Background: an optimization exercise with open tools, aiming at small area. Do not read the settings as production practice. The RTL was checked by simulation tests, not by an equivalence proof against the original design. No driver is modelled on the clock port, so clocking that relies on it looks cheaper here than on a real chip.

== the previous run ==
// hearing_aid_processor
module hearing_aid_processor (
    input  wire                 clk,
    input  wire                 rst_n,
    input  wire signed [15:0]   audio_in,
    input  wire                 audio_valid,
    output wire signed [15:0]   audio_out,
    output wire                 audio_ready
);
    reg  [3:0]  ph;           
    reg         nready;       
    reg  [7:0]  cnt;          
    reg  [22:0] nsum;         
    reg         pend;         
    reg         upd;          
    reg         mac;          
    reg         took;         
    reg         ready_q;
    reg  [255:0] wring;       
    reg  [255:0] dring;       
    reg  [34:0]  acc;         
    reg  [15:0]  s_q;         
    reg  [15:0]  e_q;         
    wire        take   = audio_valid & nready;    
    wire        ph15   = &ph;
    wire        ph0    = ~|ph;
    wire [14:0] noise = nsum[22:8];               
    wire        nz    = |noise;
  ...
Settings: LEC_CHECK=0, CAP_MARGIN=20, CORE_MARGIN=2, CORE_UTILIZATION=40, SLEW_MARGIN=20; clock period 40.0 ns.
run.sh (not shown) runs the stock make flow with config.mk's settings and CLKGATE_MAP_FILE= SYNTH_SCRIPT=/design/flow/synth_recipe.tcl, a recipe that flattens the netlist after the stock synthesis.
#### Input delta (the current run over the previous run)
Settings: CTS_BUF_LIST now sky130_fd_sc_hd__clkbuf_4, previously not set.
--- outcome ---
- | detailed-route wire length on metal 1 | the previous run vs the current run | ≈ equal |
- On share of the core filled with cells in the final layout, the current run tracks the previous run almost exactly.
- On the current run: global routing usage summed across all routing layers is 0.59 points higher than what the previous run gave.
- Area added between synthesis and finish in the current run is 0.26 points lower than in the previous run

* * *

alpha:
hearing_aid_processor, a different RTL version from the one above (not shown whole).
Size: ~1500 cells after synthesis, ~610 flip-flops, ~21000 sq um of cells after synthesis.
## hearing_aid_processor
module hearing_aid_processor (
    input  wire                 clk,
    input  wire                 rst_n,
    input  wire signed [15:0]   audio_in,
    input  wire                 audio_valid,
    output wire signed [15:0]   audio_out,
    output wire                 audio_ready
);
    reg  [4:0]  ph;           
    reg         nready;       
    reg  [7:0]  cnt;          
    reg  [14:0] noise;        
    reg         pend;         
    reg         upd;          
    reg         mac;          
    reg         ready_q;
    reg  [255:0] wring;       
    reg  [255:0] dring;       
    reg  [34:0]  acc;         
    reg  [15:0]  s_q;         
    reg  [15:0]  e_q;         
    wire        take  = audio_valid & nready;     
    wire        ph31  = &ph;
    wire        ph0   = ~|ph;
    wire        hi    = ph[0];                    
    wire        start = ph31 & pend & ~upd;
    wire        nz    = |noise;
    wire [15:0] x     = audio_in;
    wire        xneg  = x[15];
    wire        nsamp = audio_valid & ~nready;    
    wire        nlast = nsamp & (&cnt);           
    wire        nacc  = nsamp & ~(&cnt);
    wire [15:0] nop = {1'b0, noise} ^ {16{~xneg}};
    wire [15:0] t;
    ha_add #(.W(16)) u_tadd (.a(x), .b(nop), .ci(~xneg), .y(t), .co());
    wire        keep = xneg ? (t[15] & nz) : ~t[15];
    wire [15:0] s    = t & {16{keep}};
    wire [7:0]  w0  = wring[7:0];
    wire [7:0]  w1  = wring[15:8];
    wire [7:0]  w31 = wring[255:248];
    wire [7:0]  d0  = dring[7:0];
    wire        lo_mac = mac & ~hi;
    wire        hi_mac = mac & hi;
    wire [15:0] ma = ({16{upd}} & e_q)
                   | ({16{lo_mac}} & {w1, w0})
                   | ({16{hi_mac}} & {w0, w31})
  ...
Settings: LEC_CHECK=0, CAP_MARGIN=20, CORE_MARGIN=2, CORE_UTILIZATION=40, SLEW_MARGIN=20; clock period 40.0 ns.
standard.sh (not shown) runs the stock make flow with config.mk's settings and CLKGATE_MAP_FILE= SYNTH_SCRIPT=/design/flow/synth_recipe.tcl, a recipe that flattens the netlist after the stock synthesis.
==> flow/flow/run.sh <==
#!/bin/bash
# Own layout flow: the standard flow (standard.sh, which runs ORFS from
# synthesis to the final layout and writes out/final.def), with two changes:
#  - the port buffers use the smallest buffer cell;
#  - the clock tree uses larger sink clusters and no dummy loads.
# ORFS writes each step's full log under orfs/logs; make's own output goes to
# flow.log in this folder.
set -euo pipefail
export BUFFER_PORTS_ARGS="-buffer_cell sky130_fd_sc_hd__buf_1"
export CTS_ARGS="-sink_clustering_enable -repair_clock_nets -sink_clustering_size 40 -sink_clustering_max_diameter 70 -dont_use_dummy_load"
bash standard.sh > flow.log 2>&1
Relative to alpha, the following input files were edited for beta:
--- a/flow/flow/run.sh
+++ b/flow/flow/run.sh
@@ -9,3 +9,3 @@
 export BUFFER_PORTS_ARGS="-buffer_cell sky130_fd_sc_hd__buf_1"
-export CTS_ARGS="-sink_clustering_enable -repair_clock_nets -sink_clustering_size 40 -sink_clustering_max_diameter 70 -dont_use_dummy_load"
+export CTS_ARGS="-sink_clustering_enable -repair_clock_nets -sink_clustering_size 25 -sink_clustering_max_diameter 100 -dont_use_dummy_load"
 bash standard.sh > flow.log 2>&1
Findings:
- The fraction of the cycle the final worst path needs of beta and that of alpha are within noise of each other.
- Worst hold slack: beta better than alpha
- Between beta and alpha, the growth of design area from synthesis to finish does not differ in any meaningful way.
- beta and alpha ended up with roughly the same wire length.
#### Input delta (gamma over beta)
--- a/flow/flow/run.sh
+++ b/flow/flow/run.sh
@@ -9,3 +9,3 @@
 export BUFFER_PORTS_ARGS="-buffer_cell sky130_fd_sc_hd__buf_1"
-export CTS_ARGS="-sink_clustering_enable -repair_clock_nets -sink_clustering_size 25 -sink_clustering_max_diameter 100 -dont_use_dummy_load"
+export CTS_ARGS="-sink_clustering_enable -repair_clock_nets -sink_clustering_size 30 -sink_clustering_max_diameter 100 -dont_use_dummy_load"
 bash standard.sh > flow.log 2>&1
==> results.txt <==
- Comparing gamma against beta, there is no change at all in max-slew violation count.
- Final cell count: gamma vs beta — no meaningful difference
- First-pass GRT wire length across beta and gamma: no real change.
- gamma vs. beta: total met3 wirelength after detailed routing shrank by about 3%, number of fill cells held steady.
Modified inputs, delta compared to gamma
--- a/flow/flow/run.sh
+++ b/flow/flow/run.sh
@@ -9,3 +9,3 @@
 export BUFFER_PORTS_ARGS="-buffer_cell sky130_fd_sc_hd__buf_1"
-export CTS_ARGS="-sink_clustering_enable -repair_clock_nets -sink_clustering_size 30 -sink_clustering_max_diameter 100 -dont_use_dummy_load"
+export CTS_ARGS="-sink_clustering_enable -repair_clock_nets -sink_clustering_size 35 -sink_clustering_max_diameter 90 -dont_use_dummy_load"
 bash standard.sh > flow.log 2>&1
## What came out
- Comparing delta against gamma, there is no change at all in cell count.
- As far as cell depth of the worst setup path goes, delta and gamma are indistinguishable; the numbers are identical.
- The wire length after detailed routing on delta is in line with that on gamma.
- Post-route clock period utilization: delta vs gamma, no meaningful difference
## Diff of input files: epsilon against delta
Settings: setting CTS_CLUSTER_SIZE to 25 for the first time; setting CTS_CLUSTER_DIAMETER to 100 for the first time.
==> flow/run.sh (new file) <==
#!/bin/bash
# synth_recipe.tcl (not shown) runs the flow's synth.tcl, then flattens the netlist and writes it again
# the make line also repeats each setting of config.mk as NAME=value (left out here)
make -C /OpenROAD-flow-scripts/flow DESIGN_CONFIG=/design/flow/config.mk WORK_HOME=/design/flow/orfs CLKGATE_MAP_FILE= SYNTH_SCRIPT=/design/flow/synth_recipe.tcl finish
removed: flow/flow/run.sh
removed: flow/standard.sh
--- outcome ---
- In epsilon relative to delta, global-route wire length before repair had gone up by a few percent.
- Detailed route wirelength on metal3 grows by a few percent when moving from delta to epsilon.
- Sort delta and epsilon by largest net degree at the start of global routing, descending, and delta comes first.
- Looking at delta and epsilon, the delay of the slowest cell on the worst path is a wash.
- [diff] worst max-slew margin expressed relative to the limit, epsilon relative to delta: improvement
- | share of the final layout cell area in multi-input gates | lower: epsilon |
- Re total cell area at the placement stage: delta was lower than epsilon.
- Setup slack: epsilon less than delta

port drivers added, routing unchanged:
Ports are ideal in the flow. The routed layouts listed here were re-timed in OpenROAD.
Step 1 (the two cells are an assumption about what drives the block):
set clk [get_ports {clk}]
set_driving_cell -lib_cell sky130_fd_sc_hd__clkbuf_16 $clk
set_driving_cell -lib_cell sky130_fd_sc_hd__buf_2 [delete_from_list [all_inputs] $clk]
Step 2 moves the port delays by t, midway between the first and last clock arrival at a register: inputs arrive t later, outputs are due t later. That takes back most of the time a late clock gives input paths.
Slacks: no drivers / after step 1 / after step 2; pairs: no drivers / after step 1.
run	t (ns)	slack for setup (ns)	worst hold slack (ns)
the previous run	0.679	18.846 / 18.874 / 18.195	0.303 / 0.303 / 0.303
the current run	0.980	19.148 / 19.173 / 18.194	0.296 / 0.296 / 0.296
alpha	0.621	13.401 / 13.375 / 12.753	0.256 / 0.256 / 0.256
beta	0.625	13.432 / 13.408 / 12.783	0.317 / 0.317 / 0.317
gamma	0.615	13.430 / 13.406 / 12.791	0.320 / 0.320 / 0.320
delta	0.609	13.444 / 13.418 / 12.808	0.286 / 0.286 / 0.286
epsilon	0.629	12.908 / 12.877 / 12.248	0.303 / 0.303 / 0.303
After both steps every run listed still meets setup and hold. For the current run, which loses most, drivers alone change the setup slack by +0.025 ns; drivers and shift together by -0.954 ns.
